Source: an optimization exercise on an open RTL-to-GDS flow (aim: a short achievable clock period and few clock cycles). Production flows keep margins and buffers that such runs may drop.
Function was checked by simulation only, so behaviour that the tests miss may differ from the original.

Setup of main:
// z80
module z80(
    clk,
    reset_external,
    halt,
    bdos_trap,
    mem_addr,
    mem_we,
    mem_wdata,
    mem_rdata,
    io_addr,
    io_we,
    io_wdata,
    io_rdata
    );
Settings: LEC_CHECK=0, CAP_MARGIN=20, CORE_MARGIN=2, CORE_UTILIZATION=25, CTS_CLUSTER_DIAMETER=60, CTS_CLUSTER_SIZE=12, GPL_ROUTABILITY_DRIVEN=1, SLEW_MARGIN=20, SYNTH_MEMORY_MAX_BITS=1048576; clock period 16.0 ns.
standard.sh (not shown) runs the stock make flow with config.mk's settings and CLKGATE_MAP_FILE= SYNTH_SCRIPT=/design/flow/synth_recipe.tcl, a recipe that flattens the netlist after the stock synthesis.
==> flow/flow/run.sh <==
#!/bin/bash
# The standard layout, with the timing repair asked to aim for more setup
# slack than the flow settings allow, so that it keeps improving the critical
# paths. The constraints (clock period, I/O delays, loads) are the standard flow's own.
set -euo pipefail
MARGIN=${SETUP_MARGIN:-11}
sed "s/\"\\\${@:-finish}\"/SETUP_SLACK_MARGIN=$MARGIN \"\${@:-finish}\"/" standard.sh > standard_margin.sh
grep -q "SETUP_SLACK_MARGIN=$MARGIN" standard_margin.sh
bash standard_margin.sh > flow_make.log 2>&1
test -f out/final.def
Testbench counts of main, summed over its fixed seeds: cycles 150,602.
Setup changes, main to the feature branch
diff --git a/flow/design.v b/flow/design.v
--- a/flow/design.v
+++ b/flow/design.v
@@ -731,23 +731,23 @@
 wire [8:0] ld_n9 = kadd8(tl, A, 1'b0);
 wire [7:0] ld_n = ld_n9[7:0];
 wire [8:0] cp_r9 = kadd8(A, ~tl, 1'b1);
 wire [8:0] cp_t9 = {~cp_r9[8], cp_r9[7:0]};
 wire [4:0] cp_t5 = {1'b0, A[3:0]} - {1'b0, tl[3:0]};
 wire [8:0] cp_n9 = kadd8(A, ~tl, ~cp_t5[4]);
 wire [7:0] cp_n = cp_n9[7:0];
 wire [8:0] ini_c9 = kadd8(C, 8'h00, 1'b1);
 wire [7:0] ini_c = ini_c9[7:0];    
 wire [8:0] ini_k = kadd8(tl, ini_c, 1'b0);
 wire [8:0] out_k = kadd8(tl, L, 1'b0);
-wire [7:0] decb_f = {bm1[7], B == 8'd1, bm1[5], B[3:0] == 4'd0, bm1[3], B == 8'h80, 1'b1, F[0]};
+wire [7:0] decb_f = {bm1[7], bm1 == 8'd0, bm1[5], B[3:0] == 4'd0, bm1[3], B == 8'h80, 1'b1, F[0]};
 reg fe;
 reg [15:0] fa;
 reg [1:0] npfx, nxy;
 reg w8;  reg [2:0] w8i;  reg [7:0] w8v;
 reg w16; reg [1:0] w16i; reg w16af; reg [15:0] w16v;
 always @(*)
 begin
   A_n = A; F_n = F; B_n = B; C_n = C; D_n = D; E_n = E; H_n = H; L_n = L;
   IX_n = IX; IY_n = IY; SP_n = SP; PC_n = PC; TMP_n = TMP; EA_n = EA;
   ir_n = ir; pfx_n = pfx; xy_n = xy; xycb_n = xycb; ddone_n = ddone; tk_n = tk;
   halt_n = halt; bdos_n = 1'b0; ldir_n = 1'b0;
@@ -1062,56 +1062,56 @@
           3'd0: begin mem_addr = HL; as_ = ASHL; TMP_n[7:0] = din; RMW_n = rmw_din; end
           3'd1: begin mem_addr = HL; as_ = ASHL; mem_we = 1'b1; mem_wdata = RMW; ws_ = WSRMW; end
           default: begin argc = 2'd2; alu_op = ir[3] ? 6'd34 : 6'd32; w8 = 1'b1; w8i = 3'd7; F_n = alu_f; fe = 1'b1; end
         endcase
       8'b10_1??_000:                                       
         case (st)
           3'd0: begin mem_addr = HL; as_ = ASHL; TMP_n[7:0] = din; H_n = hl_step[15:8]; L_n = hl_step[7:0]; end
           3'd1:
             begin
               mem_addr = DE; as_ = ASDE; mem_we = 1'b1; mem_wdata = tl; ws_ = WSTL;
               D_n = de_step[15:8]; E_n = de_step[7:0]; B_n = bcm1[15:8]; C_n = bcm1[7:0];
-              F_n = {F[7], F[6], ld_n[1], 1'b0, ld_n[3], BC != 16'd1, 1'b0, F[0]};
-              st_n = (ir[4] && BC != 16'd1) ? 3'd0 : 3'd2;
+              F_n = {F[7], F[6], ld_n[1], 1'b0, ld_n[3], bcm1 != 16'd0, 1'b0, F[0]};
+              st_n = (ir[4] && bcm1 != 16'd0) ? 3'd0 : 3'd2;
             end
           default: fe = 1'b1;
         endcase
       8'b10_1??_001:                                       
         case (st)
           3'd0:
             begin
               mem_addr = HL; as_ = ASHL; TMP_n[7:0] = din; H_n = hl_step[15:8]; L_n = hl_step[7:0];
               B_n = bcm1[15:8]; C_n = bcm1[7:0];
             end
           3'd1:
             begin
-              F_n = {cp_t9[7], A == tl, cp_n[1], cp_t5[4], cp_n[3], BC != 16'd0, 1'b1, F[0]};
+              F_n = {cp_t9[7], cp_t9[7:0] == 8'd0, cp_n[1], cp_t5[4], cp_n[3], BC != 16'd0, 1'b1, F[0]};
               mem_addr = HL; as_ = ASHL;
-              if (ir[4] && BC != 16'd0 && A != tl)
+              if (ir[4] && BC != 16'd0 && cp_t9[7:0] != 8'd0)
                 begin
                   TMP_n[7:0] = din; H_n = hl_step[15:8]; L_n = hl_step[7:0];
                   B_n = bcm1[15:8]; C_n = bcm1[7:0]; st_n = 3'd1;
                 end
               else st_n = 3'd2;
             end
           default: fe = 1'b1;
         endcase
       8'b10_1??_010:                                       
         case (st)
           3'd0: begin io_addr = C; ias_ = IAC; TMP_n[7:0] = iodin; end
           3'd1:
             begin
               mem_addr = HL; as_ = ASHL; mem_we = 1'b1; mem_wdata = tl; ws_ = WSTL; H_n = hl_step[15:8]; L_n = hl_step[7:0];
               B_n = bm1; io_addr = C; ias_ = IAC;
               F_n = {decb_f[7:5], ini_k[8], decb_f[3], ~^((ini_k[7:0] & 8'h07) ^ bm1), tl[7], ini_k[8]};
-              if (ir[4] && B != 8'd1)
+              if (ir[4] && bm1 != 8'd0)
                 begin TMP_n[7:0] = iodin; st_n = 3'd1; end
               else st_n = 3'd2;
             end
           default: fe = 1'b1;
         endcase
       8'b10_1??_011:                                       
         case (st)
           3'd0:
             begin
               mem_addr = HL; as_ = ASHL; TMP_n[7:0] = din; H_n = hl_step[15:8]; L_n = hl_step[7:0];
               tk_n = ir[4] && (B != 8'd1);
### Flow results
The feature branch: PASS, flow complete, no timing, DRC or antenna violations. Post-synthesis compound-gate area fraction in the feature branch vs main: down 0.61 points. The feature branch vs. main: fraction of synthesis flops using an asynchronous set or reset pin was more or less identical; synthesized cell count went down by 2.3%; total of plain and repair buffers excluding clock buffers went down by 69; setup slack went up by 0.12 ns.
Testbench counts of the feature branch, summed over its fixed seeds: cycles 150,602.

==> separate check: timing with driven ports <==
How much do the figures lean on ideal ports? The routed layouts below were timed once more, with nothing changed but the port constraints. Step 1 assumes that a clkbuf_16 drives the clock port and a buf_2 every other input. Step 2, shift: input delay + t, output delay - t, t = (earliest + latest rising clock arrival at the registers) / 2. This alone moves slack from input paths to output paths. Slacks: ideal ports / drivers / drivers and shift; pairs: ideal ports / drivers.
| run | shift t [ns] | slack for setup (ns) | hold WS [ns] | worst setup path after step 2 |
|---|---|---|---|---|
| main | 0.806 | 10.237 / 10.151 / 9.966 | 0.506 / 0.506 / 0.506 | input to register |
| the feature branch | 0.808 | 10.362 / 10.282 / 9.923 | 0.501 / 0.501 / 0.501 | input to register |
After both steps every run listed still meets setup and hold. The setup slack of the feature branch, which loses most, moves by -0.080 ns with the drivers and by -0.439 ns with both steps.
